Background: an optimization exercise with open tools, aiming at small area and a short achievable clock period. Do not read the settings as production practice. In this exercise RTL edits were held to simulation tests only and were not proved equivalent to the original. The flow treats the clock pin as an ideal source, which a real chip does not have. Power and IR drop assume default switching activity.

## design/flow/config.mk

```make
export PLATFORM = sky130hd
export DESIGN_NAME = SMC_top
export DESIGN_NICKNAME = SMC_top
export VERILOG_FILES = /design/flow/design.v
export SDC_FILE = /design/flow/constraint.sdc
export NUM_CORES = 4
export LEC_CHECK = 0
export ABC_AREA = 1
export CAP_MARGIN = 20
export CORE_MARGIN = 2
export CORE_UTILIZATION = 40
export CTS_BUF_LIST = sky130_fd_sc_hd__clkbuf_8
export SLEW_MARGIN = 20
```

## design/flow/flow/skew.tcl

```tcl
# Give the output registers (out[*]) a clock branch of their own: a chain of
# the cells in SKEW_CELLS (first nearest the clock tree), the last one driving
# all of their clock pins. Edits 4_cts.odb in place.
proc load {} {
  read_db $::env(R)/4_cts.odb
  read_liberty $::env(LIB)
  read_sdc $::env(R)/4_cts.sdc
  set_propagated_clock [all_clocks]
  source $::env(FLOW_HOME)/platforms/sky130hd/setRC.tcl
  estimate_parasitics -placement
}
proc apply_chain {chain} {
  # PRE_REPAIR d: first speed up the register-to-register paths (before the
  # skew is added) until their worst slack has improved by d ns, or as far as
  # the resizer gets.
  if {[info exists ::env(PRE_REPAIR)] && $::env(PRE_REPAIR) ne ""} {
    set rr0 [get_property [lindex [find_timing_paths -to [all_registers -data_pins] -path_delay max] 0] slack]
    set_dont_use [get_lib_cells {sky130_fd_sc_hd__probe_p_8 sky130_fd_sc_hd__probec_p_8 sky130_fd_sc_hd__lpflow_*}]
    repair_timing -setup -setup_margin [expr {$rr0 + $::env(PRE_REPAIR)}] -repair_tns 100 -sequence "unbuffer,sizeup,swap,buffer"
    detailed_placement
    estimate_parasitics -placement
    set rr1 [get_property [lindex [find_timing_paths -to [all_registers -data_pins] -path_delay max] 0] slack]
    puts "pre-repair: reg-to-reg worst slack $rr0 -> $rr1"
  }
  # ROOT_REGS: registers whose clock pins move to the clock tree's root
  # buffer output (earlier clock than the tree's leaves).
  if {[info exists ::env(ROOT_REGS)] && $::env(ROOT_REGS) ne ""} {
    set cp [get_pins -of_objects [get_nets clk] -filter "direction == input"]
    set root [get_cells -of_objects $cp]
    set rnet [get_nets -of_objects [get_pins -of_objects $root -filter "direction == output"]]
    puts "root buffer [get_full_name $root] net [get_full_name $rnet]"
    foreach rn $::env(ROOT_REGS) {
      foreach c [get_cells $rn] {
        set it [[sta::sta_to_db_inst $c] findITerm CLK]
        $it disconnect
        $it connect [sta::sta_to_db_net $rnet]
        puts "moved [get_full_name $c] to the root clock net"
      }
    }
    estimate_parasitics -placement
  }
  set pins {}
  set xs 0; set ys 0
  foreach c [get_cells *] {
    if {[regexp {^out\[} [get_full_name $c]] && [string match "sky130_fd_sc_hd__dfxtp_*" [get_property $c ref_name]]} {
      lappend pins [get_pins -of_objects $c -filter "name == CLK"]
      set bb [[sta::sta_to_db_inst $c] getBBox]
      set xs [expr {$xs + [$bb xMin]}]; set ys [expr {$ys + [$bb yMin]}]
    }
  }
  set n [llength $pins]
  puts "output registers: $n"
  set loc [list [expr {$xs / $n / 1000.0}] [expr {$ys / $n / 1000.0}]]
  puts "before:"
  report_clock_skew
  set tip $pins
  set diff 1
  foreach cell [lreverse $chain] {
    if {$diff} {
      insert_buffer -buffer_cell $cell -load_pins $tip -load_pins_on_diff_nets -location $loc
    } else {
      insert_buffer -buffer_cell $cell -load_pins $tip -location $loc
    }
    set diff 0
    set drv [get_pins -of_objects [get_nets -of_objects [lindex $tip 0]] -filter "direction == output"]
    set buf [get_cells -of_objects $drv]
    puts "inserted [get_full_name $buf] ([get_property $buf ref_name])"
    set tip [list [get_pins -of_objects $buf -filter "direction == input"]]
  }
  detailed_placement
  estimate_parasitics -placement
  # Hold: the mode registers reach the outputs both through long paths and
  # through short ones. Delay only the short branches (loads whose paths have
  # setup slack to spare), so that the long paths keep the skew's gain.
  proc mode_loads {net} {
    set out {}
    foreach p [get_pins -of_objects $net -filter "direction == input"] {
      set c [get_cells -of_objects $p]
      if {[regexp {^sky130_fd_sc_hd__(buf|clkbuf|inv|clkinv)_} [get_property $c ref_name]]} {
        set o [get_pins -of_objects $c -filter "direction == output"]
        set out [concat $out [mode_loads [get_nets -of_objects $o]]]
      } else {
        lappend out $p
      }
    }
    return $out
  }
  if {[info exists ::env(HOLD_FIX)] && $::env(HOLD_FIX) ne ""} {
    lassign $::env(HOLD_FIX) hold_cell hold_target setup_guard
    set ws [worst_slack -max]; puts "worst setup slack $ws"
    for {set round 0} {$round < 3} {incr round} {
      set ws [worst_slack -max]
      foreach r [get_cells r_mode*] {
        set q [get_pins -of_objects $r -filter "direction == output"]
        set pick {}
        foreach p [mode_loads [get_nets -of_objects $q]] {
          set smin [get_property $p slack_min]
          set smax [get_property $p slack_max]
          if {$smin < $hold_target && $smax > $ws + $setup_guard} { lappend pick $p; puts "  pick [get_full_name $p] min $smin max $smax" }
        }
        puts "[get_full_name $r]: [llength $pick] short-path loads delayed"
        # one delay cell per net, so that every load keeps the signal (and the
        # polarity) it had
        set bynet [dict create]
        foreach p $pick { dict lappend bynet [get_full_name [get_nets -of_objects $p]] $p }
        dict for {nn ps} $bynet {
          insert_buffer -buffer_cell $hold_cell -load_pins $ps
        }
      }
      detailed_placement
      estimate_parasitics -placement
      if {[worst_slack -min] >= $hold_target} { break }
    }
    detailed_placement
    estimate_parasitics -placement
  }
}
load
apply_chain $::env(SKEW_CELLS)
set rr [get_property [lindex [find_timing_paths -to [all_registers -data_pins] -path_delay max] 0] slack]
set ou [get_property [lindex [find_timing_paths -to [all_outputs] -path_delay max] 0] slack]
puts "RESULT [expr {min($rr - $::env(RR_DERATE), $ou)}] [worst_slack -min] $rr $ou"
if {$::env(SKEW_WRITE) eq "0"} { exit 0 }
check_placement -verbose
puts "after:"
report_clock_skew
report_checks -path_delay max -digits 3
puts "reg2reg:"
report_checks -path_delay max -to [all_registers -data_pins] -digits 3 -format end
report_checks -path_delay min -digits 3
report_checks -to [all_outputs] -path_delay max -digits 3
write_db $::env(R)/4_cts.odb
```

## design/flow/flow/params.sh

```bash
ABC_D=6000
PORT_BUF_ARGS="-buffer_cell sky130_fd_sc_hd__buf_1"
EXTRA_MAKE=""
SKEW_CELLS="sky130_fd_sc_hd__clkdlybuf4s50_1 sky130_fd_sc_hd__clkbuf_8;sky130_fd_sc_hd__clkdlybuf4s50_1 sky130_fd_sc_hd__clkdlybuf4s25_1 sky130_fd_sc_hd__clkbuf_8;sky130_fd_sc_hd__clkdlybuf4s50_1 sky130_fd_sc_hd__clkdlybuf4s50_1 sky130_fd_sc_hd__clkbuf_8;sky130_fd_sc_hd__clkdlybuf4s50_1 sky130_fd_sc_hd__clkdlybuf4s50_1 sky130_fd_sc_hd__clkdlybuf4s15_1 sky130_fd_sc_hd__clkbuf_8;sky130_fd_sc_hd__clkdlybuf4s50_1 sky130_fd_sc_hd__clkdlybuf4s50_1 sky130_fd_sc_hd__clkdlybuf4s25_1 sky130_fd_sc_hd__clkbuf_8;sky130_fd_sc_hd__clkdlybuf4s50_1 sky130_fd_sc_hd__clkdlybuf4s50_1 sky130_fd_sc_hd__clkdlybuf4s50_1 sky130_fd_sc_hd__clkbuf_8"
HOLD_FIX="sky130_fd_sc_hd__dlygate4sd3_1 0.15 1.0"
RR_DERATE=0.5
CTS_ARGS="-sink_clustering_enable -repair_clock_nets -dont_use_dummy_load -buf_list sky130_fd_sc_hd__clkbuf_8"
PRE_REPAIR=0.6
```

## design/flow/constraint.sdc

```tcl
create_clock -name core_clock -period 30.0 [get_ports {clk}]
set_input_delay 6.0000 -clock core_clock [delete_from_list [all_inputs] [get_ports {clk}]]
set_output_delay 6.0000 -clock core_clock [all_outputs]
set_load 0.01 [all_outputs]
```

## design/flow/design.v

```verilog
module SMC_top (
    input            clk,
    input      [1:0] mode,
    input      [2:0] Vgs0, Vgs1, Vgs2, Vgs3, Vgs4, Vgs5,
    input      [2:0] Vds0, Vds1, Vds2, Vds3, Vds4, Vds5,
    input      [2:0] W0, W1, W2, W3, W4, W5,
    output reg [9:0] out
);
    reg [1:0] r_mode;
    reg [2:0] r_Vgs0, r_Vgs1, r_Vgs2, r_Vgs3, r_Vgs4, r_Vgs5;
    reg [2:0] r_Vds0, r_Vds1, r_Vds2, r_Vds3, r_Vds4, r_Vds5;
    reg [2:0] r_W0, r_W1, r_W2, r_W3, r_W4, r_W5;
    wire [9:0] core_out;
    always @(posedge clk) begin
        r_mode <= mode;
        r_Vgs0 <= Vgs0; r_Vgs1 <= Vgs1; r_Vgs2 <= Vgs2;
        r_Vgs3 <= Vgs3; r_Vgs4 <= Vgs4; r_Vgs5 <= Vgs5;
        r_Vds0 <= Vds0; r_Vds1 <= Vds1; r_Vds2 <= Vds2;
        r_Vds3 <= Vds3; r_Vds4 <= Vds4; r_Vds5 <= Vds5;
        r_W0 <= W0; r_W1 <= W1; r_W2 <= W2;
        r_W3 <= W3; r_W4 <= W4; r_W5 <= W5;
        out <= core_out;
    end
    SMC core (
        .out(core_out), .mode(r_mode),
        .Vgs0(r_Vgs0), .Vgs1(r_Vgs1), .Vgs2(r_Vgs2), .Vgs3(r_Vgs3), .Vgs4(r_Vgs4), .Vgs5(r_Vgs5),
        .Vds0(r_Vds0), .Vds1(r_Vds1), .Vds2(r_Vds2), .Vds3(r_Vds3), .Vds4(r_Vds4), .Vds5(r_Vds5),
        .W0(r_W0), .W1(r_W1), .W2(r_W2), .W3(r_W3), .W4(r_W4), .W5(r_W5)
    );
endmodule

module CalcLut(Vgs, Vds, yI, yG, y3I, y3G, y23I, y23G);
  input [2:0] Vgs;
  wire [2:0] Vgs;
  input [2:0] Vds;
  wire [2:0] Vds;
  output [5:0] yI;
  wire [5:0] yI;
  output [5:0] yG;
  wire [5:0] yG;
  output [3:0] y3I;
  wire [3:0] y3I;
  output [3:0] y3G;
  wire [3:0] y3G;
  output [4:0] y23I;
  wire [4:0] y23I;
  output [4:0] y23G;
  wire [4:0] y23G;
  wire _0_;
  wire _10_;
  wire _11_;
  wire _12_;
  wire _13_;
  wire _14_;
  wire _15_;
  wire _16_;
  wire _17_;
  wire _18_;
  wire _19_;
  wire _1_;
  wire _20_;
  wire _21_;
  wire _22_;
  wire _23_;
  wire _24_;
  wire _25_;
  wire _26_;
  wire _27_;
  wire _28_;
  wire _29_;
  wire _2_;
  wire _30_;
  wire _31_;
  wire _32_;
  wire _33_;
  wire _34_;
  wire _35_;
  wire _36_;
  wire _37_;
  wire _38_;
  wire _39_;
  wire _3_;
  wire _40_;
  wire _41_;
  wire _42_;
  wire _43_;
  wire _44_;
  wire _45_;
  wire _46_;
  wire _47_;
  wire _48_;
  wire _49_;
  wire _4_;
  wire _50_;
  wire _51_;
  wire _52_;
  wire _53_;
  wire _54_;
  wire _55_;
  wire _56_;
  wire _57_;
  wire _58_;
  wire _59_;
  wire _5_;
  wire _60_;
  wire _61_;
  wire _62_;
  wire _6_;
  wire _7_;
  wire _8_;
  wire _9_;
  assign _5_ = ~(_6_ | _34_);
  assign _4_ = ~(Vds[0] & Vds[1]);
  assign _3_ = _4_ & ~(Vds[2]);
  assign _2_ = _3_ | _31_;
  assign _1_ = Vgs[1] & ~(_2_);
  assign y23I[4] = _1_ & ~(_5_);
  assign _0_ = Vgs[0] | ~(Vds[2]);
  assign _62_ = _21_ & ~(_39_);
  assign _61_ = _0_ & ~(_62_);
  assign _60_ = Vgs[2] & ~(_61_);
  assign yI[3] = _60_ | _33_;
  assign _59_ = ~(_28_ | Vds[0]);
  assign _58_ = _28_ & ~(_32_);
  assign _57_ = ~(_58_ | _59_);
  assign _56_ = ~(_57_ | _62_);
  assign yG[1] = ~_56_;
  assign y23G[3] = yI[5] & ~(_36_);
  assign y23G[2] = ~(y23G[3] | _2_);
  assign _55_ = y23G[2] & _37_;
  assign _54_ = _25_ & ~(_7_);
  assign _53_ = _36_ & ~(_22_);
  assign _52_ = _53_ | _15_;
  assign _51_ = _52_ | _54_;
  assign y23I[1] = _51_ | _55_;
  assign _50_ = _3_ & ~(_22_);
  assign _49_ = Vgs[1] & ~(_26_);
  assign y23I[0] = _49_ | _50_;
  assign _48_ = _10_ | _20_;
  assign yI[2] = _5_ | ~(_48_);
  assign _47_ = _8_ & ~(yI[3]);
  assign _46_ = _48_ & ~(_47_);
  assign y23I[3] = _18_ & ~(_46_);
  assign yI[1] = Vgs[0] & ~(_56_);
  assign yG[2] = _12_ | ~(_34_);
  assign yG[3] = _22_ & ~(_9_);
  assign _45_ = _59_ & ~(yG[3]);
  assign _44_ = _56_ | _18_;
  assign _43_ = yG[2] | _31_;
  assign _42_ = ~(_43_ | _57_);
  assign y23G[0] = _42_ | ~(_44_);
  assign _41_ = _15_ | ~(_43_);
  assign _40_ = _41_ & ~(y23G[0]);
  assign y23G[1] = _40_ | _45_;
  assign _39_ = ~Vgs[1];
  assign _38_ = Vds[0] & Vgs[0];
  assign _37_ = _38_ | _39_;
  assign _36_ = ~Vds[1];
  assign _35_ = Vds[2] | ~(Vgs[2]);
  assign _34_ = _35_ | _36_;
  assign _33_ = _37_ & ~(_34_);
  assign _32_ = ~Vgs[0];
  assign _31_ = ~Vgs[2];
  assign _30_ = Vgs[1] & ~(Vds[1]);
  assign _29_ = Vds[2] & ~(_30_);
  assign _28_ = _29_ | _31_;
  assign _27_ = _28_ | _32_;
  assign _26_ = _27_ | _33_;
  assign _25_ = Vgs[1] & ~(_35_);
  assign _24_ = Vgs[0] | ~(Vds[0]);
  assign _23_ = _25_ & ~(_24_);
  assign _22_ = Vgs[1] | Vgs[0];
  assign _21_ = ~(Vds[1] | Vds[2]);
  assign _20_ = ~(_21_ | _22_);
  assign _19_ = ~(_20_ | _23_);
  assign y23I[2] = ~(_19_ & _26_);
  assign _18_ = Vgs[2] & ~(_21_);
  assign _17_ = ~(Vgs[1] & Vgs[0]);
  assign _16_ = Vds[1] & ~(_17_);
  assign _15_ = _31_ & ~(_17_);
  assign _14_ = _22_ & ~(_15_);
  assign _13_ = Vds[2] & ~(_14_);
  assign _12_ = _13_ | _16_;
  assign _11_ = _35_ & ~(_12_);
  assign _10_ = _11_ | _25_;
  assign _9_ = ~(Vgs[2] & Vds[2]);
  assign yI[5] = ~(_9_ | _17_);
  assign _8_ = _10_ & ~(yI[5]);
  assign yI[4] = _8_ & _18_;
  assign _7_ = Vgs[0] & ~(Vds[0]);
  assign _6_ = ~(_7_ | _23_);
  assign y23G[4] = 1'h0;
  assign y3G = { 1'h0, y23G[3:1] };
  assign y3I = y23I[4:1];
  assign { yG[5:4], yG[0] } = 3'h0;
  assign yI[0] = yG[1];
endmodule
module Calc(output [6:0] val, input m, input [2:0] Vgs, Vds, W);
    wire [5:0] yI, yG; wire [3:0] y3I, y3G; wire [4:0] y23I, y23G;
    CalcLut t(.Vgs(Vgs), .Vds(Vds), .yI(yI), .yG(yG), .y3I(y3I), .y3G(y3G), .y23I(y23I), .y23G(y23G));
    wire [5:0] y = m ? yI : yG; wire [3:0] y3 = m ? y3I : y3G; wire [4:0] y23 = m ? y23I : y23G;
    wire q2 = W[2] & W[1];
    wire q1 = ~q2 & (W[2] | (W[1] & W[0]));
    wire r1 = (W == 3'd1) | (W == 3'd4) | (W == 3'd7);
    wire r2 = (W == 3'd2) | (W == 3'd5);
    wire [6:0] A = ({7{q2}} & {y, 1'b0}) | ({7{q1}} & {1'b0, y});
    wire [4:0] B = ({5{r1}} & {1'b0, y3}) | ({5{r2}} & y23);
    assign val = A + B;
endmodule
module Cmp7(a, b, ge);
  input [6:0] a;
  wire [6:0] a;
  input [6:0] b;
  wire [6:0] b;
  output ge;
  wire ge;
  wire _0_;
  wire _10_;
  wire _11_;
  wire _12_;
  wire _13_;
  wire _14_;
  wire _15_;
  wire _16_;
  wire _17_;
  wire _18_;
  wire _19_;
  wire _1_;
  wire _20_;
  wire _21_;
  wire _22_;
  wire _23_;
  wire _2_;
  wire _3_;
  wire _4_;
  wire _5_;
  wire _6_;
  wire _7_;
  wire _8_;
  wire _9_;
  assign _8_ = a[6] | ~(b[6]);
  assign _7_ = b[6] | ~(a[6]);
  assign _6_ = a[5] | ~(b[5]);
  assign _5_ = b[5] | ~(a[5]);
  assign _4_ = a[4] | ~(b[4]);
  assign _3_ = b[4] | ~(a[4]);
  assign _2_ = a[3] | ~(b[3]);
  assign _1_ = b[1] | ~(a[1]);
  assign _0_ = a[0] | ~(b[0]);
  assign _23_ = _1_ & ~(_0_);
  assign _22_ = b[2] & ~(a[2]);
  assign _21_ = b[1] & ~(a[1]);
  assign _20_ = _21_ | _22_;
  assign _19_ = _20_ | _23_;
  assign _18_ = a[3] & ~(b[3]);
  assign _17_ = a[2] & ~(b[2]);
  assign _16_ = _17_ | _18_;
  assign _15_ = _19_ & ~(_16_);
  assign _9_ = _2_ & ~(_15_);
  assign _10_ = _3_ & ~(_9_);
  assign _11_ = _4_ & ~(_10_);
  assign _12_ = _5_ & ~(_11_);
  assign _13_ = _6_ & ~(_12_);
  assign _14_ = _7_ & ~(_13_);
  assign ge = _8_ & ~(_14_);
endmodule
module Dec5(b, top, sp, sq, sr);
  input [4:0] b;
  wire [4:0] b;
  input top;
  wire top;
  output sp;
  wire sp;
  output sq;
  wire sq;
  output sr;
  wire sr;
  wire _0_;
  wire _10_;
  wire _11_;
  wire _12_;
  wire _13_;
  wire _14_;
  wire _15_;
  wire _16_;
  wire _17_;
  wire _18_;
  wire _19_;
  wire _1_;
  wire _20_;
  wire _2_;
  wire _3_;
  wire _4_;
  wire _5_;
  wire _6_;
  wire _7_;
  wire _8_;
  wire _9_;
  assign _11_ = b[2] & b[4];
  assign _10_ = b[0] ^ b[1];
  assign _9_ = ~(_10_ ^ b[3]);
  assign _8_ = b[2] ^ b[4];
  assign _7_ = _8_ & ~(_9_);
  assign _6_ = _7_ | _11_;
  assign _5_ = b[0] | b[1];
  assign _4_ = _10_ & ~(b[3]);
  assign _3_ = _5_ & ~(_4_);
  assign _2_ = _3_ & _6_;
  assign _1_ = _2_ ^ top;
  assign _0_ = ~(_8_ ^ _9_);
  assign _20_ = ~(_0_ ^ top);
  assign _19_ = ~(_3_ ^ _6_);
  assign _12_ = ~(_19_ & _20_);
  assign sq = _1_ & ~(_12_);
  assign _13_ = ~(_0_ & top);
  assign _14_ = _19_ | ~(_0_);
  assign _15_ = _3_ | _6_;
  assign _16_ = top & ~(_15_);
  assign _17_ = _14_ & ~(_16_);
  assign sp = _13_ & ~(_17_);
  assign _18_ = _16_ | _20_;
  assign sr = _1_ & ~(_18_);
endmodule
module Sort(
    output [5:0] sp, sq, sr,
    input top,
    input [6:0] n0, n1, n2, n3, n4, n5);
    wire g01;   
    Cmp7 k01(.a(n0), .b(n1), .ge(g01));
    wire g02;   
    Cmp7 k02(.a(n0), .b(n2), .ge(g02));
    wire g03;   
    Cmp7 k03(.a(n0), .b(n3), .ge(g03));
    wire g04;   
    Cmp7 k04(.a(n0), .b(n4), .ge(g04));
    wire g05;   
    Cmp7 k05(.a(n0), .b(n5), .ge(g05));
    wire g12;   
    Cmp7 k12(.a(n1), .b(n2), .ge(g12));
    wire g13;   
    Cmp7 k13(.a(n1), .b(n3), .ge(g13));
    wire g14;   
    Cmp7 k14(.a(n1), .b(n4), .ge(g14));
    wire g15;   
    Cmp7 k15(.a(n1), .b(n5), .ge(g15));
    wire g23;   
    Cmp7 k23(.a(n2), .b(n3), .ge(g23));
    wire g24;   
    Cmp7 k24(.a(n2), .b(n4), .ge(g24));
    wire g25;   
    Cmp7 k25(.a(n2), .b(n5), .ge(g25));
    wire g34;   
    Cmp7 k34(.a(n3), .b(n4), .ge(g34));
    wire g35;   
    Cmp7 k35(.a(n3), .b(n5), .ge(g35));
    wire g45;   
    Cmp7 k45(.a(n4), .b(n5), .ge(g45));
    Dec5 d0(.b({~g05, ~g04, ~g03, ~g02, ~g01}), .top(top), .sp(sp[0]), .sq(sq[0]), .sr(sr[0]));
    Dec5 d1(.b({~g15, ~g14, ~g13, ~g12, g01}), .top(top), .sp(sp[1]), .sq(sq[1]), .sr(sr[1]));
    Dec5 d2(.b({~g25, ~g24, ~g23, g12, g02}), .top(top), .sp(sp[2]), .sq(sq[2]), .sr(sr[2]));
    Dec5 d3(.b({~g35, ~g34, g23, g13, g03}), .top(top), .sp(sp[3]), .sq(sq[3]), .sr(sr[3]));
    Dec5 d4(.b({~g45, g34, g24, g14, g04}), .top(top), .sp(sp[4]), .sq(sq[4]), .sr(sr[4]));
    Dec5 d5(.b({g45, g35, g25, g15, g05}), .top(top), .sp(sp[5]), .sq(sq[5]), .sr(sr[5]));
endmodule
module Choose(out, w, sp, sq, sr, n0, n1, n2, n3, n4, n5);
  output [9:0] out;
  wire [9:0] out;
  input w;
  wire w;
  input [5:0] sp;
  wire [5:0] sp;
  input [5:0] sq;
  wire [5:0] sq;
  input [5:0] sr;
  wire [5:0] sr;
  input [6:0] n0;
  wire [6:0] n0;
  input [6:0] n1;
  wire [6:0] n1;
  input [6:0] n2;
  wire [6:0] n2;
  input [6:0] n3;
  wire [6:0] n3;
  input [6:0] n4;
  wire [6:0] n4;
  input [6:0] n5;
  wire [6:0] n5;
  wire _0_;
  wire _100_;
  wire _101_;
  wire _102_;
  wire _103_;
  wire _104_;
  wire _105_;
  wire _106_;
  wire _107_;
  wire _108_;
  wire _109_;
  wire _10_;
  wire _110_;
  wire _111_;
  wire _112_;
  wire _113_;
  wire _114_;
  wire _115_;
  wire _116_;
  wire _117_;
  wire _118_;
  wire _119_;
  wire _11_;
  wire _120_;
  wire _121_;
  wire _122_;
  wire _123_;
  wire _124_;
  wire _125_;
  wire _126_;
  wire _127_;
  wire _128_;
  wire _129_;
  wire _12_;
  wire _130_;
  wire _131_;
  wire _132_;
  wire _133_;
  wire _134_;
  wire _135_;
  wire _136_;
  wire _137_;
  wire _138_;
  wire _139_;
  wire _13_;
  wire _140_;
  wire _141_;
  wire _142_;
  wire _143_;
  wire _144_;
  wire _145_;
  wire _146_;
  wire _147_;
  wire _148_;
  wire _149_;
  wire _14_;
  wire _150_;
  wire _151_;
  wire _152_;
  wire _153_;
  wire _154_;
  wire _155_;
  wire _156_;
  wire _157_;
  wire _158_;
  wire _159_;
  wire _15_;
  wire _160_;
  wire _161_;
  wire _162_;
  wire _163_;
  wire _164_;
  wire _165_;
  wire _166_;
  wire _167_;
  wire _168_;
  wire _169_;
  wire _16_;
  wire _170_;
  wire _171_;
  wire _172_;
  wire _173_;
  wire _174_;
  wire _175_;
  wire _176_;
  wire _177_;
  wire _178_;
  wire _179_;
  wire _17_;
  wire _180_;
  wire _181_;
  wire _182_;
  wire _183_;
  wire _184_;
  wire _185_;
  wire _186_;
  wire _187_;
  wire _188_;
  wire _189_;
  wire _18_;
  wire _190_;
  wire _191_;
  wire _192_;
  wire _193_;
  wire _194_;
  wire _195_;
  wire _196_;
  wire _197_;
  wire _198_;
  wire _199_;
  wire _19_;
  wire _1_;
  wire _200_;
  wire _201_;
  wire _202_;
  wire _203_;
  wire _204_;
  wire _205_;
  wire _206_;
  wire _207_;
  wire _208_;
  wire _209_;
  wire _20_;
  wire _210_;
  wire _211_;
  wire _212_;
  wire _213_;
  wire _214_;
  wire _215_;
  wire _216_;
  wire _217_;
  wire _218_;
  wire _219_;
  wire _21_;
  wire _220_;
  wire _221_;
  wire _222_;
  wire _223_;
  wire _224_;
  wire _225_;
  wire _226_;
  wire _227_;
  wire _228_;
  wire _229_;
  wire _22_;
  wire _230_;
  wire _231_;
  wire _232_;
  wire _233_;
  wire _234_;
  wire _235_;
  wire _236_;
  wire _237_;
  wire _238_;
  wire _239_;
  wire _23_;
  wire _240_;
  wire _241_;
  wire _242_;
  wire _243_;
  wire _244_;
  wire _245_;
  wire _246_;
  wire _247_;
  wire _248_;
  wire _249_;
  wire _24_;
  wire _250_;
  wire _251_;
  wire _252_;
  wire _253_;
  wire _254_;
  wire _255_;
  wire _256_;
  wire _257_;
  wire _258_;
  wire _259_;
  wire _25_;
  wire _260_;
  wire _261_;
  wire _262_;
  wire _263_;
  wire _264_;
  wire _265_;
  wire _266_;
  wire _267_;
  wire _268_;
  wire _269_;
  wire _26_;
  wire _270_;
  wire _271_;
  wire _272_;
  wire _273_;
  wire _274_;
  wire _275_;
  wire _276_;
  wire _277_;
  wire _278_;
  wire _279_;
  wire _27_;
  wire _280_;
  wire _281_;
  wire _282_;
  wire _283_;
  wire _284_;
  wire _285_;
  wire _286_;
  wire _287_;
  wire _288_;
  wire _289_;
  wire _28_;
  wire _290_;
  wire _291_;
  wire _292_;
  wire _293_;
  wire _294_;
  wire _295_;
  wire _296_;
  wire _297_;
  wire _298_;
  wire _299_;
  wire _29_;
  wire _2_;
  wire _300_;
  wire _301_;
  wire _302_;
  wire _303_;
  wire _304_;
  wire _305_;
  wire _306_;
  wire _307_;
  wire _308_;
  wire _309_;
  wire _30_;
  wire _310_;
  wire _311_;
  wire _312_;
  wire _313_;
  wire _314_;
  wire _315_;
  wire _316_;
  wire _317_;
  wire _318_;
  wire _319_;
  wire _31_;
  wire _320_;
  wire _321_;
  wire _322_;
  wire _323_;
  wire _324_;
  wire _325_;
  wire _326_;
  wire _327_;
  wire _328_;
  wire _329_;
  wire _32_;
  wire _330_;
  wire _331_;
  wire _332_;
  wire _333_;
  wire _334_;
  wire _335_;
  wire _336_;
  wire _337_;
  wire _338_;
  wire _339_;
  wire _33_;
  wire _340_;
  wire _341_;
  wire _342_;
  wire _343_;
  wire _344_;
  wire _345_;
  wire _346_;
  wire _347_;
  wire _348_;
  wire _349_;
  wire _34_;
  wire _350_;
  wire _351_;
  wire _352_;
  wire _353_;
  wire _354_;
  wire _355_;
  wire _356_;
  wire _357_;
  wire _358_;
  wire _359_;
  wire _35_;
  wire _360_;
  wire _361_;
  wire _362_;
  wire _363_;
  wire _364_;
  wire _365_;
  wire _366_;
  wire _367_;
  wire _368_;
  wire _369_;
  wire _36_;
  wire _370_;
  wire _371_;
  wire _372_;
  wire _373_;
  wire _374_;
  wire _375_;
  wire _376_;
  wire _377_;
  wire _378_;
  wire _379_;
  wire _37_;
  wire _380_;
  wire _381_;
  wire _382_;
  wire _383_;
  wire _384_;
  wire _38_;
  wire _39_;
  wire _3_;
  wire _40_;
  wire _41_;
  wire _42_;
  wire _43_;
  wire _44_;
  wire _45_;
  wire _46_;
  wire _47_;
  wire _48_;
  wire _49_;
  wire _4_;
  wire _50_;
  wire _51_;
  wire _52_;
  wire _53_;
  wire _54_;
  wire _55_;
  wire _56_;
  wire _57_;
  wire _58_;
  wire _59_;
  wire _5_;
  wire _60_;
  wire _61_;
  wire _62_;
  wire _63_;
  wire _64_;
  wire _65_;
  wire _66_;
  wire _67_;
  wire _68_;
  wire _69_;
  wire _6_;
  wire _70_;
  wire _71_;
  wire _72_;
  wire _73_;
  wire _74_;
  wire _75_;
  wire _76_;
  wire _77_;
  wire _78_;
  wire _79_;
  wire _7_;
  wire _80_;
  wire _81_;
  wire _82_;
  wire _83_;
  wire _84_;
  wire _85_;
  wire _86_;
  wire _87_;
  wire _88_;
  wire _89_;
  wire _8_;
  wire _90_;
  wire _91_;
  wire _92_;
  wire _93_;
  wire _94_;
  wire _95_;
  wire _96_;
  wire _97_;
  wire _98_;
  wire _99_;
  wire _9_;
  wire _c115;
  wire _c116;
  wire _c117;
  wire _c118;
  wire _c119;
  wire _c120;
  wire _c121;
  wire _c122;
  wire _c22;
  wire _c61;
  assign _313_ = ~(n5[0] & sr[5]);
  assign _312_ = n0[0] & sr[0];
  assign _311_ = _313_ & ~(_312_);
  assign _310_ = n3[0] & sr[3];
  assign _309_ = n4[0] & sr[4];
  assign _308_ = _309_ | _310_;
  assign _307_ = n1[0] & sr[1];
  assign _306_ = n2[0] & sr[2];
  assign _305_ = _306_ | _307_;
  assign _304_ = _305_ | _308_;
  assign _303_ = _311_ & ~(_304_);
  assign _302_ = w & ~(_303_);
  assign _301_ = ~(n4[1] & sp[4]);
  assign _300_ = n0[1] & sp[0];
  assign _299_ = _301_ & ~(_300_);
  assign _298_ = n2[1] & sp[2];
  assign _297_ = n5[1] & sp[5];
  assign _296_ = _297_ | _298_;
  assign _295_ = n3[1] & sp[3];
  assign _294_ = n1[1] & sp[1];
  assign _293_ = _294_ | _295_;
  assign _292_ = _293_ | _296_;
  assign _291_ = _299_ & ~(_292_);
  assign _290_ = ~(sr[4] & n4[1]);
  assign _289_ = sr[0] & n0[1];
  assign _288_ = _290_ & ~(_289_);
  assign _287_ = sr[5] & n5[1];
  assign _286_ = sr[3] & n3[1];
  assign _285_ = _286_ | _287_;
  assign _284_ = sr[2] & n2[1];
  assign _283_ = sr[1] & n1[1];
  assign _282_ = _283_ | _284_;
  assign _281_ = _282_ | _285_;
  assign _280_ = _288_ & ~(_281_);
  assign _279_ = _280_ ^ _291_;
  assign _278_ = ~(sq[5] & n5[1]);
  assign _277_ = sq[1] & n1[1];
  assign _276_ = _278_ & ~(_277_);
  assign _275_ = sq[2] & n2[1];
  assign _274_ = sq[3] & n3[1];
  assign _273_ = _274_ | _275_;
  assign _272_ = sq[4] & n4[1];
  assign _271_ = sq[0] & n0[1];
  assign _270_ = _271_ | _272_;
  assign _269_ = _270_ | _273_;
  assign _268_ = _276_ & ~(_269_);
  assign _267_ = _268_ | w;
  assign _266_ = ~(n3[0] & sp[3]);
  assign _265_ = n0[0] & sp[0];
  assign _264_ = _266_ & ~(_265_);
  assign _263_ = n4[0] & sp[4];
  assign _262_ = n5[0] & sp[5];
  assign _261_ = _262_ | _263_;
  assign _260_ = n2[0] & sp[2];
  assign _259_ = n1[0] & sp[1];
  assign _258_ = _259_ | _260_;
  assign _257_ = _258_ | _261_;
  assign _256_ = _264_ & ~(_257_);
  assign _255_ = w & ~(_256_);
  assign _254_ = _267_ & ~(_255_);
  assign _253_ = _254_ ^ _279_;
  assign _252_ = _256_ | _303_;
  assign _251_ = ~w;
  assign _250_ = ~(n4[0] & sq[4]);
  assign _249_ = n2[0] & sq[2];
  assign _248_ = _250_ & ~(_249_);
  assign _247_ = n3[0] & sq[3];
  assign _246_ = n5[0] & sq[5];
  assign _245_ = _246_ | _247_;
  assign _244_ = n1[0] & sq[1];
  assign _243_ = n0[0] & sq[0];
  assign _242_ = _243_ | _244_;
  assign _241_ = _242_ | _245_;
  assign _240_ = _248_ & ~(_241_);
  assign _239_ = _251_ & ~(_240_);
  assign _238_ = ~(_256_ ^ _303_);
  assign _237_ = _239_ & ~(_238_);
  assign _236_ = _252_ & ~(_237_);
  assign _235_ = _236_ | _253_;
  assign _234_ = ~(n2[2] & sp[2]);
  assign _233_ = n1[2] & sp[1];
  assign _232_ = _234_ & ~(_233_);
  assign _231_ = n5[2] & sp[5];
  assign _230_ = n4[2] & sp[4];
  assign _229_ = _230_ | _231_;
  assign _228_ = n0[2] & sp[0];
  assign _227_ = n3[2] & sp[3];
  assign _226_ = _227_ | _228_;
  assign _225_ = _226_ | _229_;
  assign _224_ = _232_ & ~(_225_);
  assign _223_ = ~(n2[2] & sr[2]);
  assign _222_ = n1[2] & sr[1];
  assign _221_ = _223_ & ~(_222_);
  assign _220_ = n5[2] & sr[5];
  assign _219_ = n3[2] & sr[3];
  assign _218_ = _219_ | _220_;
  assign _217_ = n0[2] & sr[0];
  assign _216_ = n4[2] & sr[4];
  assign _215_ = _216_ | _217_;
  assign _214_ = _215_ | _218_;
  assign _213_ = _221_ & ~(_214_);
  assign _212_ = _213_ ^ _224_;
  assign _211_ = ~(n5[2] & sq[5]);
  assign _210_ = n0[2] & sq[0];
  assign _209_ = _211_ & ~(_210_);
  assign _208_ = n3[2] & sq[3];
  assign _207_ = n4[2] & sq[4];
  assign _206_ = _207_ | _208_;
  assign _205_ = n2[2] & sq[2];
  assign _204_ = n1[2] & sq[1];
  assign _203_ = _204_ | _205_;
  assign _202_ = _203_ | _206_;
  assign _201_ = _209_ & ~(_202_);
  assign _200_ = _201_ | w;
  assign _199_ = w & ~(_291_);
  assign _198_ = _200_ & ~(_199_);
  assign _197_ = _198_ ^ _212_;
  assign _196_ = w & ~(_240_);
  assign _195_ = _280_ | _291_;
  assign _194_ = _279_ & ~(_254_);
  assign _193_ = _195_ & ~(_194_);
  assign _192_ = ~(_193_ ^ _196_);
  assign _191_ = _192_ ^ _197_;
  assign _190_ = ~(_191_ ^ _235_);
  assign _c115 = ~(_190_ ^ _302_);
  assign _189_ = w & ~(_280_);
  assign _188_ = _196_ | ~(_193_);
  assign _187_ = _192_ & _197_;
  assign _186_ = _188_ & ~(_187_);
  assign _185_ = _186_ ^ _189_;
  assign _184_ = ~(n3[3] & sr[3]);
  assign _183_ = n2[3] & sr[2];
  assign _182_ = _184_ & ~(_183_);
  assign _181_ = n5[3] & sr[5];
  assign _180_ = n4[3] & sr[4];
  assign _179_ = _180_ | _181_;
  assign _178_ = n0[3] & sr[0];
  assign _177_ = n1[3] & sr[1];
  assign _176_ = _177_ | _178_;
  assign _175_ = _176_ | _179_;
  assign _174_ = _182_ & ~(_175_);
  assign _173_ = ~(n4[3] & sp[4]);
  assign _172_ = n2[3] & sp[2];
  assign _171_ = _173_ & ~(_172_);
  assign _170_ = n5[3] & sp[5];
  assign _169_ = n3[3] & sp[3];
  assign _168_ = _169_ | _170_;
  assign _167_ = n0[3] & sp[0];
  assign _166_ = n1[3] & sp[1];
  assign _165_ = _166_ | _167_;
  assign _164_ = _165_ | _168_;
  assign _163_ = _171_ & ~(_164_);
  assign _162_ = _163_ ^ _174_;
  assign _161_ = ~(n1[3] & sq[1]);
  assign _160_ = n3[3] & sq[3];
  assign _159_ = _161_ & ~(_160_);
  assign _158_ = n5[3] & sq[5];
  assign _157_ = n4[3] & sq[4];
  assign _156_ = _157_ | _158_;
  assign _155_ = n0[3] & sq[0];
  assign _154_ = n2[3] & sq[2];
  assign _153_ = _154_ | _155_;
  assign _152_ = _153_ | _156_;
  assign _151_ = _159_ & ~(_152_);
  assign _150_ = _151_ | w;
  assign _149_ = w & ~(_224_);
  assign _148_ = _150_ & ~(_149_);
  assign _147_ = _148_ ^ _162_;
  assign _146_ = w & ~(_268_);
  assign _145_ = _213_ | _224_;
  assign _144_ = _212_ & ~(_198_);
  assign _143_ = _145_ & ~(_144_);
  assign _142_ = ~(_143_ ^ _146_);
  assign _141_ = _142_ ^ _147_;
  assign _140_ = _141_ ^ _185_;
  assign _139_ = _191_ | _235_;
  assign _138_ = _302_ & ~(_190_);
  assign _137_ = _139_ & ~(_138_);
  assign _c116 = _137_ ^ _140_;
  assign _136_ = _137_ | _140_;
  assign _135_ = _186_ | _189_;
  assign _134_ = _141_ & _185_;
  assign _133_ = _134_ | ~(_135_);
  assign _132_ = w & ~(_213_);
  assign _131_ = _146_ | ~(_143_);
  assign _130_ = _142_ & _147_;
  assign _129_ = _131_ & ~(_130_);
  assign _128_ = _129_ ^ _132_;
  assign _127_ = ~(n2[4] & sr[2]);
  assign _126_ = n3[4] & sr[3];
  assign _125_ = _127_ & ~(_126_);
  assign _124_ = n5[4] & sr[5];
  assign _123_ = n4[4] & sr[4];
  assign _122_ = _123_ | _124_;
  assign _121_ = n1[4] & sr[1];
  assign _120_ = n0[4] & sr[0];
  assign _119_ = _120_ | _121_;
  assign _118_ = _119_ | _122_;
  assign _117_ = _125_ & ~(_118_);
  assign _116_ = ~(n3[4] & sp[3]);
  assign _115_ = n2[4] & sp[2];
  assign _114_ = _116_ & ~(_115_);
  assign _113_ = n5[4] & sp[5];
  assign _112_ = n4[4] & sp[4];
  assign _111_ = _112_ | _113_;
  assign _110_ = n0[4] & sp[0];
  assign _109_ = n1[4] & sp[1];
  assign _108_ = _109_ | _110_;
  assign _107_ = _108_ | _111_;
  assign _106_ = _114_ & ~(_107_);
  assign _105_ = _106_ ^ _117_;
  assign _104_ = ~(n3[4] & sq[3]);
  assign _103_ = n2[4] & sq[2];
  assign _102_ = _104_ & ~(_103_);
  assign _101_ = n5[4] & sq[5];
  assign _100_ = n4[4] & sq[4];
  assign _99_ = _100_ | _101_;
  assign _98_ = n0[4] & sq[0];
  assign _97_ = n1[4] & sq[1];
  assign _96_ = _97_ | _98_;
  assign _95_ = _96_ | _99_;
  assign _94_ = _102_ & ~(_95_);
  assign _93_ = _94_ | w;
  assign _92_ = w & ~(_163_);
  assign _91_ = _93_ & ~(_92_);
  assign _90_ = _91_ ^ _105_;
  assign _89_ = w & ~(_201_);
  assign _88_ = _163_ | _174_;
  assign _87_ = _162_ & ~(_148_);
  assign _86_ = _88_ & ~(_87_);
  assign _85_ = ~(_86_ ^ _89_);
  assign _84_ = _85_ ^ _90_;
  assign _83_ = ~(_84_ ^ _128_);
  assign _82_ = _83_ ^ _133_;
  assign _c117 = _82_ ^ _136_;
  assign _81_ = ~(n1[5] & sr[1]);
  assign _80_ = n3[5] & sr[3];
  assign _79_ = _81_ & ~(_80_);
  assign _78_ = n4[5] & sr[4];
  assign _77_ = n5[5] & sr[5];
  assign _76_ = _77_ | _78_;
  assign _75_ = n0[5] & sr[0];
  assign _74_ = n2[5] & sr[2];
  assign _73_ = _74_ | _75_;
  assign _72_ = _73_ | _76_;
  assign _71_ = _79_ & ~(_72_);
  assign _70_ = ~(n1[5] & sp[1]);
  assign _69_ = n4[5] & sp[4];
  assign _68_ = _70_ & ~(_69_);
  assign _67_ = n3[5] & sp[3];
  assign _66_ = n5[5] & sp[5];
  assign _65_ = _66_ | _67_;
  assign _64_ = n0[5] & sp[0];
  assign _63_ = n2[5] & sp[2];
  assign _62_ = _63_ | _64_;
  assign _61_ = _62_ | _65_;
  assign _60_ = _68_ & ~(_61_);
  assign _59_ = _60_ ^ _71_;
  assign _58_ = ~(n1[5] & sq[1]);
  assign _57_ = n3[5] & sq[3];
  assign _56_ = _58_ & ~(_57_);
  assign _55_ = n4[5] & sq[4];
  assign _54_ = n5[5] & sq[5];
  assign _53_ = _54_ | _55_;
  assign _52_ = n0[5] & sq[0];
  assign _51_ = n2[5] & sq[2];
  assign _50_ = _51_ | _52_;
  assign _49_ = _50_ | _53_;
  assign _48_ = _56_ & ~(_49_);
  assign _47_ = _48_ | w;
  assign _46_ = w & ~(_106_);
  assign _45_ = _47_ & ~(_46_);
  assign _44_ = ~(_45_ ^ _59_);
  assign _43_ = w & ~(_151_);
  assign _42_ = _106_ | _117_;
  assign _41_ = _105_ & ~(_91_);
  assign _40_ = _42_ & ~(_41_);
  assign _39_ = ~(_40_ ^ _43_);
  assign _38_ = ~(_39_ ^ _44_);
  assign _37_ = w & ~(_174_);
  assign _36_ = _89_ | ~(_86_);
  assign _35_ = _85_ & _90_;
  assign _34_ = _36_ & ~(_35_);
  assign _33_ = _34_ ^ _37_;
  assign _32_ = ~(_33_ ^ _38_);
  assign _31_ = _129_ | _132_;
  assign _30_ = _84_ & _128_;
  assign _29_ = _31_ & ~(_30_);
  assign _28_ = _29_ ^ _32_;
  assign _27_ = _133_ & ~(_83_);
  assign _26_ = _136_ & ~(_82_);
  assign _25_ = _26_ | _27_;
  assign _c118 = ~(_25_ ^ _28_);
  assign _24_ = ~(n5[6] & sp[5]);
  assign _23_ = n2[6] & sp[2];
  assign _22_ = _24_ & ~(_23_);
  assign _21_ = n4[6] & sp[4];
  assign _20_ = n3[6] & sp[3];
  assign _19_ = _20_ | _21_;
  assign _18_ = n0[6] & sp[0];
  assign _17_ = n1[6] & sp[1];
  assign _16_ = _17_ | _18_;
  assign _15_ = _16_ | _19_;
  assign _14_ = _22_ & ~(_15_);
  assign _13_ = n1[6] & sr[1];
  assign _12_ = n3[6] & sr[3];
  assign _11_ = ~(_12_ | _13_);
  assign _10_ = n4[6] & sr[4];
  assign _9_ = n5[6] & sr[5];
  assign _8_ = _9_ | _10_;
  assign _7_ = n0[6] & sr[0];
  assign _6_ = n2[6] & sr[2];
  assign _5_ = _6_ | _7_;
  assign _4_ = _5_ | _8_;
  assign _3_ = _11_ & ~(_4_);
  assign _2_ = _3_ ^ _14_;
  assign _1_ = ~(n2[6] & sq[2]);
  assign _0_ = n3[6] & sq[3];
  assign _384_ = _1_ & ~(_0_);
  assign _383_ = n5[6] & sq[5];
  assign _382_ = n4[6] & sq[4];
  assign _381_ = _382_ | _383_;
  assign _380_ = n0[6] & sq[0];
  assign _379_ = n1[6] & sq[1];
  assign _378_ = _379_ | _380_;
  assign _377_ = _378_ | _381_;
  assign _376_ = _384_ & ~(_377_);
  assign _375_ = _376_ | w;
  assign _374_ = w & ~(_60_);
  assign _373_ = _375_ & ~(_374_);
  assign _372_ = ~(_373_ ^ _2_);
  assign _371_ = _94_ | _251_;
  assign _370_ = ~(_60_ & _71_);
  assign _369_ = _45_ & _59_;
  assign _368_ = _370_ & ~(_369_);
  assign _367_ = ~(_368_ ^ _371_);
  assign _366_ = ~(_367_ ^ _372_);
  assign _365_ = w & ~(_117_);
  assign _364_ = ~_365_;
  assign _363_ = _43_ & ~(_40_);
  assign _362_ = _39_ & _44_;
  assign _361_ = ~(_362_ | _363_);
  assign _360_ = _361_ ^ _364_;
  assign _359_ = _360_ ^ _366_;
  assign _358_ = _34_ | _37_;
  assign _357_ = _33_ & _38_;
  assign _356_ = _358_ & ~(_357_);
  assign _355_ = ~(_356_ ^ _359_);
  assign _354_ = ~(_29_ & _32_);
  assign _353_ = _28_ & ~(_25_);
  assign _352_ = _354_ & ~(_353_);
  assign _c119 = ~(_352_ ^ _355_);
  assign _351_ = _14_ ^ _48_;
  assign _350_ = _351_ ^ _71_;
  assign _349_ = w & ~(_350_);
  assign _348_ = _371_ | ~(_368_);
  assign _347_ = _367_ & _372_;
  assign _346_ = _348_ & ~(_347_);
  assign _345_ = ~(_346_ ^ _349_);
  assign _344_ = ~(_3_ & _14_);
  assign _343_ = _373_ & _2_;
  assign _342_ = _344_ & ~(_343_);
  assign _341_ = ~(_342_ ^ _345_);
  assign _314_ = ~(_361_ & _364_);
  assign _315_ = _360_ & _366_;
  assign _316_ = _314_ & ~(_315_);
  assign _317_ = ~(_316_ ^ _341_);
  assign _318_ = _359_ | ~(_356_);
  assign _319_ = _355_ & ~(_352_);
  assign _320_ = _318_ & ~(_319_);
  assign _c120 = ~(_320_ ^ _317_);
  assign _321_ = ~(_376_ ^ _3_);
  assign _322_ = ~(_14_ & _48_);
  assign _323_ = _351_ & _71_;
  assign _324_ = _322_ & ~(_323_);
  assign _325_ = _324_ ^ _321_;
  assign _326_ = w & ~(_325_);
  assign _327_ = _349_ & ~(_346_);
  assign _328_ = _342_ & _345_;
  assign _329_ = _328_ | _327_;
  assign _330_ = _341_ | ~(_316_);
  assign _331_ = _317_ & ~(_320_);
  assign _332_ = _330_ & ~(_331_);
  assign _333_ = ~(_332_ ^ _329_);
  assign _c121 = _333_ ^ _326_;
  assign _334_ = _329_ & ~(_332_);
  assign _335_ = _333_ & _326_;
  assign _336_ = _335_ | _334_;
  assign _337_ = _324_ | _321_;
  assign _338_ = _376_ & _3_;
  assign _339_ = _338_ | _251_;
  assign _340_ = _337_ & ~(_339_);
  assign _c122 = _340_ ^ _336_;
  assign _c61 = _236_ ^ _253_;
  assign _c22 = ~(_238_ ^ _239_);
  assign out = { _c122, _c121, _c120, _c119, _c118, _c117, _c116, _c115, _c61, _c22 };
endmodule
module SMC(output [9:0] out,
           input [1:0] mode,
           input [2:0] Vgs0, Vgs1, Vgs2, Vgs3, Vgs4, Vgs5,
           input [2:0] Vds0, Vds1, Vds2, Vds3, Vds4, Vds5,
           input [2:0] W0, W1, W2, W3, W4, W5
           );
    wire [6:0] n0, n1, n2, n3, n4, n5;
    Calc c0(.val(n0), .m(mode[0]), .Vgs(Vgs0), .Vds(Vds0), .W(W0));
    Calc c1(.val(n1), .m(mode[0]), .Vgs(Vgs1), .Vds(Vds1), .W(W1));
    Calc c2(.val(n2), .m(mode[0]), .Vgs(Vgs2), .Vds(Vds2), .W(W2));
    Calc c3(.val(n3), .m(mode[0]), .Vgs(Vgs3), .Vds(Vds3), .W(W3));
    Calc c4(.val(n4), .m(mode[0]), .Vgs(Vgs4), .Vds(Vds4), .W(W4));
    Calc c5(.val(n5), .m(mode[0]), .Vgs(Vgs5), .Vds(Vds5), .W(W5));
    wire [5:0] sp, sq, sr;
    Sort sort_val(.sp(sp), .sq(sq), .sr(sr), .top(mode[1]),
                  .n0(n0), .n1(n1), .n2(n2), .n3(n3), .n4(n4), .n5(n5));
    Choose choose_out(.out(out), .w(mode[0]), .sp(sp), .sq(sq), .sr(sr),
                      .n0(n0), .n1(n1), .n2(n2), .n3(n3), .n4(n4), .n5(n5));
endmodule
```

## design/flow/standard.sh

```bash
#!/bin/bash
# synth_recipe.tcl (not shown) runs the flow's synth.tcl, then flattens the netlist and writes it again
# the make line also repeats each setting of config.mk as NAME=value (left out here)
make -C /OpenROAD-flow-scripts/flow DESIGN_CONFIG=/design/flow/config.mk WORK_HOME=/design/flow/orfs CLKGATE_MAP_FILE= SYNTH_SCRIPT=/design/flow/synth_recipe.tcl "${@:-finish}"
```

## design/flow/flow/run.sh

```bash
#!/bin/bash
# Own flow: the standard synthesis, then the combinational cells are
# re-mapped by ABC (flip-flops kept as they are, same names and cells); the standard flow's
# standard layout with small port buffers. After clock tree synthesis the
# output registers' clock pins get a short buffer chain of their own, so they
# are clocked a little later than the input registers (skew that helps the
# register-to-register paths; it only lengthens the paths to the outputs).
set -euo pipefail
HERE=$(pwd)
R=$HERE/orfs/results/$FLOW_PLATFORM/SMC_top/base
LIB=$FLOW_HOME/platforms/sky130hd/lib/sky130_fd_sc_hd__tt_025C_1v80.lib
source $HERE/flow/params.sh
bash standard.sh synth > synth_std.log 2>&1
cp $R/1_2_yosys.v $HERE/synth_std.v
DU=$(grep -A40 "DONT_USE_CELLS +=" $FLOW_HOME/platforms/sky130hd/config.mk | grep -o "sky130_fd_sc_hd__[a-z0-9_]*" | sed 's/^/-dont_use /' | tr '\n' ' ')
cat > resynth.ys <<EOT
read_liberty -ignore_miss_func $LIB
blackbox sky130_fd_sc_hd__dfxtp_1
read_verilog $HERE/synth_std.v
hierarchy -top $FLOW_TOP
flatten
opt_clean
abc -script $HERE/flow/resynth.abc -liberty $LIB $DU -D $ABC_D
opt_clean -purge
hilomap -singleton -hicell sky130_fd_sc_hd__conb_1 HI -locell sky130_fd_sc_hd__conb_1 LO
stat -liberty $LIB
write_verilog -noattr -nohex -nodec $HERE/synth_re.v
EOT
yosys -s resynth.ys > resynth.log 2>&1
cp $HERE/synth_re.v $R/1_2_yosys.v
rm -f $R/1_synth.odb $R/1_synth.sdc
bash standard.sh "BUFFER_PORTS_ARGS=$PORT_BUF_ARGS" ${CTS_ARGS:+"CTS_ARGS=$CTS_ARGS"} $EXTRA_MAKE cts > layout_cts.log 2>&1
if [[ -n "$SKEW_CELLS" ]]; then
  # SKEW_CELLS: candidate chains separated by ';'. Each is tried on the placed
  # design; the one that leaves the largest worst setup slack (with no hold
  # violation) is kept.
  cp $R/4_cts.odb $HERE/4_cts_noskew.odb
  best=""; best_ws=-1000; i=0
  IFS=';' read -ra CANDS <<< "$SKEW_CELLS"
  for chain in "${CANDS[@]}"; do
    i=$((i+1))
    cp $HERE/4_cts_noskew.odb $R/4_cts.odb
    R=$R LIB=$LIB SKEW_CELLS="$chain" HOLD_FIX="${HOLD_FIX:-}" RR_DERATE=${RR_DERATE:-0} ROOT_REGS="${ROOT_REGS:-}" PRE_REPAIR="${PRE_REPAIR:-}" SKEW_WRITE=0 openroad -no_init -exit $HERE/flow/skew.tcl > skew_try$i.log 2>&1 || true
    res=$(grep '^RESULT' skew_try$i.log | tail -1 || true)
    ws=$(echo "$res" | awk '{print $2}'); wh=$(echo "$res" | awk '{print $3}')
    echo "candidate $i {$chain}: $res" >> skew_choice.log
    if [[ -n "$ws" ]] && awk -v ws="$ws" -v wh="$wh" -v b="$best_ws" 'BEGIN { exit !(wh >= 0 && ws > b) }'; then
      best="$chain"; best_ws=$ws
    fi
  done
  echo "chosen {$best}" >> skew_choice.log
  cp $HERE/4_cts_noskew.odb $R/4_cts.odb
  if [[ -n "$best" ]]; then
    R=$R LIB=$LIB SKEW_CELLS="$best" HOLD_FIX="${HOLD_FIX:-}" RR_DERATE=${RR_DERATE:-0} ROOT_REGS="${ROOT_REGS:-}" PRE_REPAIR="${PRE_REPAIR:-}" SKEW_WRITE=1 openroad -no_init -exit $HERE/flow/skew.tcl > skew.log 2>&1
  fi
fi
bash standard.sh "BUFFER_PORTS_ARGS=$PORT_BUF_ARGS" ${CTS_ARGS:+"CTS_ARGS=$CTS_ARGS"} $EXTRA_MAKE ${FINISH_MAKE:-} finish > layout.log 2>&1
```

## design/flow/flow/resynth.abc

```
strash; dch; map -D 6000; topo; buffer -p; upsize -D 6000; dnsize -D 6000
```

==> results of run 1 <==
-- metrics by stage --
step            util  setup slack [ns]  std cells  area, µm²  hold WS [ns]
2_1_floorplan      -             22.83       1587       8950          1.07
3_3_place_gp   0.435             21.72       1924       9530         0.992
3_5_place_dp   0.435             21.80       1924       9530          1.00
4_1_cts        0.441             21.73       1933       9650          1.01
5_1_grt        0.454             21.87       1941       9950         0.263
6_report       0.454             22.47       1941       9950         0.213
-- layer usage --
layer,wire [µm],up-vias,part of all wire
met1,12900,4826,0.45
li1,-,5540,-
met2,13000,473,0.45
met4,809,0,0.028
met3,2000,73,0.070
met5,0,-,0
-- layout make-up --
class / instances / area (µm²) / area share
Multi-Input combinational cell: 1230 / 6730 / 0.677
Sequential cell: 66 / 1320 / 0.133
Inverter: 277 / 1050 / 0.105
Timing Repair Buffer: 77 / 350 / 0.0352
Tap cell: 280 / 350 / 0.0352
Clock buffer: 11 / 148 / 0.0148
-- where the power goes --
part	switching (mW)	internal, mW
registers	0.00632	0.108
clock network	0.0373	0.0318
logic	0.666	0.401
-- cells in the final DEF (no fill, tap or decap), drive strengths merged, types with 3 or more instances in the layout --
cell type,count
a211oi,5
a21boi,9
a21oi,99
a221oi,8
a22o,4
a22oi,46
a31oi,9
a32oi,13
and2,6
and3,4
buf,77
clkbuf,10
clkinv,3
dfxtp,66
inv,274
nand2,346
nand3,41
nand4,7
nor2,252
nor3,30
nor4,5
o211a,4
o211ai,10
o21a,10
o21ai,119
o21bai,4
o221ai,53
o22ai,45
o311ai,3
o31ai,4
or2,29
xnor2,18
xor2,31
-- tightest hold or removal path, delay by kind of cell (launching register included) --
kind | cells | cell delay [ns]
xor+xnor | 1 | 0.09
buf+inv | 1 | 0.18
flops | 1 | 0.33
simple gates | 1 | 0.22
-- final timing paths --
check             from  endpoint  slack, ns  cells past startpoint
min          r_mode[0]    out[0]       0.21                      3
min reg2reg  r_mode[0]    out[0]       0.21                      3
max             out[9]    out[9]      22.47                      1
max reg2reg  r_Vgs3[0]    out[9]      22.86                     50
==> results.txt, run 1 <==
outcome timing/DRC/antenna clean; critical path class reg -> out; yosys warns 1; Final setup viols 0; DR WL/cell 14.8 µm; CTS Buffer Depth 2; global-route met1 utilization 0.327; HPWL Detailed 22800 µm; GRT Residual Overflow 0; Post-Route WL 28700 µm; vias post-DR 10900; Cell Area, Synth 0.00895 mm²; f_max 0.133 GHz; clock-pin slew on the worst setup and hold paths 0.08 ns; ANT nets after route 0; Least-Margin Pin Slew 0.907 ns; WP buf/inv 1; Slowest-stage cell, CP dfxtp_1; CTS Hold Bufs 0; overall routing resource usage 0.243; largest net degree at the start of global routing 78; Clock Tree Root clkbuf_8; 1st-pass router iterations 6; row count 54; M3 GR Usage 0.0304; vias per inst 5.62; chip width 154 µm; Period minus WS final 7.53 ns; share of layout cells above drive strength 1 0.0819; Antenna diodes 0; Synth Net Count 1644; Slew headroom 0.394; post-CTS resize count 0; CTS H-tree lvls 3; final clock skew 0.704 ns; insertion delay to the later sink of the worst-skew pair 1.05 ns; Synth Instances 1587; met2 usage 0.405; # fillers 2368; Max Cap Viol 0; Largest Register out; Die Y 154 µm; Ports 67; CTS buffer count 9; Final nets 1720; final setup TNS 0 ns; Critical Path Max Stage Delay 0.31 ns; RSZ-0062 raised after global routing false; Post-CTS Repair Setup Buffers 0; Top delay family on crit path flip-flops; CTS tree done; Slew Viols, Final 0; final RePlAce weighted congestion 1.01; power consumption 1.25 mW; DRT iter0 DRCs 837; fin crit share 0.251; CP arrival 1.53 ns; Worst Setup Start Kind flip-flop; core area 0.0219 mm²; number of global-route vias before repair 10100; Area Growth Syn to Fin 11.1%; first-pass GRT wire length 48500 µm; max reg flops 10; Clock Sinks 66; Final Hold Viols 0; Hold Path Class reg -> reg; Data required, critical path 24.00 ns; Synth Area per Inst 5.64 µm²; Most Crowded Layer GR met2; VDD IR max 124 µV; CP cell instances buf_1; Power Density 126 mW/mm²; initial antenna violation count 0; Critical Path Sink Type output pin; leakage power 4.71 nW; # DRC 0; starting density of the core 0.409; # port buffers 66; full die area 0.0236 mm²; worst-path fanout max 1
==> run 2, diff against run 1 <==
==> design/flow/flow/params.sh (replaced) <==
ABC_D=6500
PORT_BUF_ARGS="-buffer_cell sky130_fd_sc_hd__buf_1"
EXTRA_MAKE=""
SKEW_CELLS="sky130_fd_sc_hd__clkdlybuf4s50_1 sky130_fd_sc_hd__clkbuf_8;sky130_fd_sc_hd__clkdlybuf4s50_1 sky130_fd_sc_hd__clkdlybuf4s25_1 sky130_fd_sc_hd__clkbuf_8;sky130_fd_sc_hd__clkdlybuf4s50_1 sky130_fd_sc_hd__clkdlybuf4s50_1 sky130_fd_sc_hd__clkbuf_8;sky130_fd_sc_hd__clkdlybuf4s50_1 sky130_fd_sc_hd__clkdlybuf4s50_1 sky130_fd_sc_hd__clkdlybuf4s15_1 sky130_fd_sc_hd__clkbuf_8;sky130_fd_sc_hd__clkdlybuf4s50_1 sky130_fd_sc_hd__clkdlybuf4s50_1 sky130_fd_sc_hd__clkdlybuf4s25_1 sky130_fd_sc_hd__clkbuf_8;sky130_fd_sc_hd__clkdlybuf4s50_1 sky130_fd_sc_hd__clkdlybuf4s50_1 sky130_fd_sc_hd__clkdlybuf4s50_1 sky130_fd_sc_hd__clkbuf_8"
HOLD_FIX="sky130_fd_sc_hd__dlygate4sd3_1 0.15 1.0"
RR_DERATE=0.5
CTS_ARGS="-sink_clustering_enable -repair_clock_nets -dont_use_dummy_load -buf_list sky130_fd_sc_hd__clkbuf_8"
PRE_REPAIR=0.4
==> design/flow/flow/resynth.abc (replaced) <==
strash; dch; map -D 6500; topo; buffer -p; upsize -D 6500; dnsize -D 6500
==> run 2 against run 1 <==
Compared with the run above: still clean on timing, DRC and antenna; final cell count decreased by 2.2%; utilization decreased by 0.84 points; non-clock buffer count decreased by 6; critical endpoint unchanged; largest power group unchanged.
==> results.txt, run 2 <==
global-route met1 utilization 0.320; largest net degree at the start of global routing 46; Least-Margin Pin Slew 0.965 ns; Most Crowded Layer GR met2; Antenna diodes 0; core area 0.0212 mm²; Die Y 151 µm; RSZ-0062 raised after global routing false; # fillers 2285; switching power 667 µW; Max Cap Viol 0; final RePlAce weighted congestion 0.990; starting density of the core 0.410; # port buffers 66; Period minus WS final 7.96 ns; Clk network pwr share 0.062; clock-pin slew on the worst setup and hold paths 0.07 ns; Largest Register out; Synth Net Count 1607; met2 usage 0.402; DR WL/cell 14.5 µm; Final setup viols 0; Slew headroom 0.352; Worst Setup Start Kind flip-flop; critical path class reg -> out; insertion delay to the later sink of the worst-skew pair 1.49 ns; M3 GR Usage 0.0364; cell internal pwr 495 µW; first-pass GRT wire length 45500 µm; Final nets 1682; Final Hold Viols 0; Critical Path Sink Type output pin; Top delay family on crit path flip-flops; final hold slack 0.214 ns; CTS tree done; final setup TNS 0 ns; vias per inst 5.64; Critical Path Max Stage Delay 0.32 ns; Clock Sinks 66; ANT nets after route 0; f_max 0.126 GHz; final clock skew 1.14 ns; CTS H-tree lvls 3; Ports 67; share of layout cells above drive strength 1 0.0407; initial antenna violation count 0; Post-CTS Repair Setup Buffers 0; max reg flops 10; VDD IR max 107 µV; chip width 151 µm; Switching Share 0.574; number of global-route vias before repair 9686; # DRC 0; cells on worst reg2reg path 45; Cell Area, Synth 0.00867 mm²; Post-Route WL 27600 µm; Area Growth Syn to Fin 8.85%; yosys warns 1; Synth Area per Inst 5.59 µm²; power consumption 1.16 mW; Power Density 123 mW/mm²; Logic pwr share 0.839; leakage power 4.46 nW; Critical Path Stages 1; 1st-pass router iterations 6; WP buf/inv 1; total placed instance area 0.00924 mm²; footprint of the multi-input gates 0.00631 mm²; row count 53; GRT Residual Overflow 0; hold depth 8; overall routing resource usage 0.242; CP cell instances buf_1; CTS buffer count 9; CTS Buffer Depth 2; CTS Hold Bufs 0; FF/Latch Area 0.00132 mm²; outcome timing/DRC/antenna clean; Slowest-stage cell, CP dfxtp_1; fin crit share 0.265; post-CTS resize count 0; HPWL Detailed 21900 µm; vias post-DR 10700; Data required, critical path 24.00 ns; most common cell after layout, fill and taps aside nand2_1; CP arrival 1.96 ns; most frequent cells in the layout nand2_1 (315), inv_1 (251), nor2_1 (243); Slew Viols, Final 0; DRT iter0 DRCs 894; worst-path fanout max 1; Final Cell Area 0.00944 mm²; Clock Tree Root clkbuf_8; sequential share of power 0.099; full die area 0.0229 mm²; Hold Path Class reg -> reg; Synth Instances 1550
[run 2: cell type report]
type / instances / share of cell area
multi-input cells: 1205 / 0.669
flip-flops and latches: 66 / 0.140
inverters: 269 / 0.107
well taps: 275 / 0.0365
repair buffers: 71 / 0.0309
clock buffers: 12 / 0.0167
[run 2: per-stage QoR]
| stage | std cells | setup WS, ns | utilization |
|---|---|---|---|
| 2_1_floorplan | 1550 | 22.38 | - |
| 3_3_place_gp | 1884 | 21.30 | 0.437 |
| 3_5_place_dp | 1884 | 21.14 | 0.437 |
| 4_1_cts | 1893 | 21.05 | 0.443 |
| 5_1_grt | 1898 | 21.38 | 0.446 |
| 6_report | 1898 | 22.04 | 0.446 |
[run 2: path summary, 6_finish.rpt]
kind	startpoint	endpoint	slack (ns)
setup / recovery	out[9]	out[9]	22.04
hold reg to reg	r_W0[1]	out[9]	0.21
hold / removal	r_W0[1]	out[9]	0.21
setup reg to reg	r_Vgs0[0]	out[9]	22.44
[run 2: worst register-to-register path: cells and delay by family, from the launching register on]
| family | cells | cell delay (ns) |
|---|---|---|
| AO/OA/AOI/OAI | 17 | 3.49 |
| XOR/XNOR | 6 | 1.62 |
| buffers and inverters | 4 | 0.65 |
| flip-flops | 1 | 0.42 |
| AND/OR/NAND/NOR | 18 | 2.47 |
[run 2: routing by layer]
layer | up-vias | part of all wire | wire length, µm
met5 | - | 0 | 0
met4 | 0 | 0.026 | 708
met3 | 75 | 0.073 | 2020
met2 | 495 | 0.45 | 12300
met1 | 4715 | 0.45 | 12500
li1 | 5427 | - | -
[run 2: power groups by stage]
stage               Sequential (mW)  Combinational, mW  Clock, mW
floorplan                     0.119              0.774          0
global placement              0.117              0.953          0
detailed placement            0.116              0.959          0
CTS                           0.114              0.964     0.0672
global route                  0.116               1.11     0.0777
finish                        0.114              0.975     0.0724

separate check: timing with driven ports:
How much do the figures lean on ideal ports? The routed layouts below were timed once more, with nothing changed but the port constraints. Step 1 assumes that a clkbuf_16 drives the clock port and a buf_2 every other input. Step 2, shift: input delay + t, output delay - t, t = (earliest + latest rising clock arrival at the registers) / 2. This alone moves slack from input paths to output paths. Three values: ideal ports, drivers, drivers and shift; two values: the first two.
run	t, ns	slack for setup (ns)	hold slack, ns	latest minus earliest clock arrival (ns)	worst register clock-pin slew, ns	cell pins on the clock port's net
run 1	0.742	22.468 / 22.426 / 22.857	0.213 / 0.213 / 0.213	0.704 / 0.704	0.09 / 0.09	1
run 2	0.966	22.042 / 22.000 / 22.441	0.214 / 0.214 / 0.214	1.143 / 1.143	0.10 / 0.10	1
In run 1 and run 2 the clock reaches the registers at very different times; t lies between them, and the last value is a rough guide only.
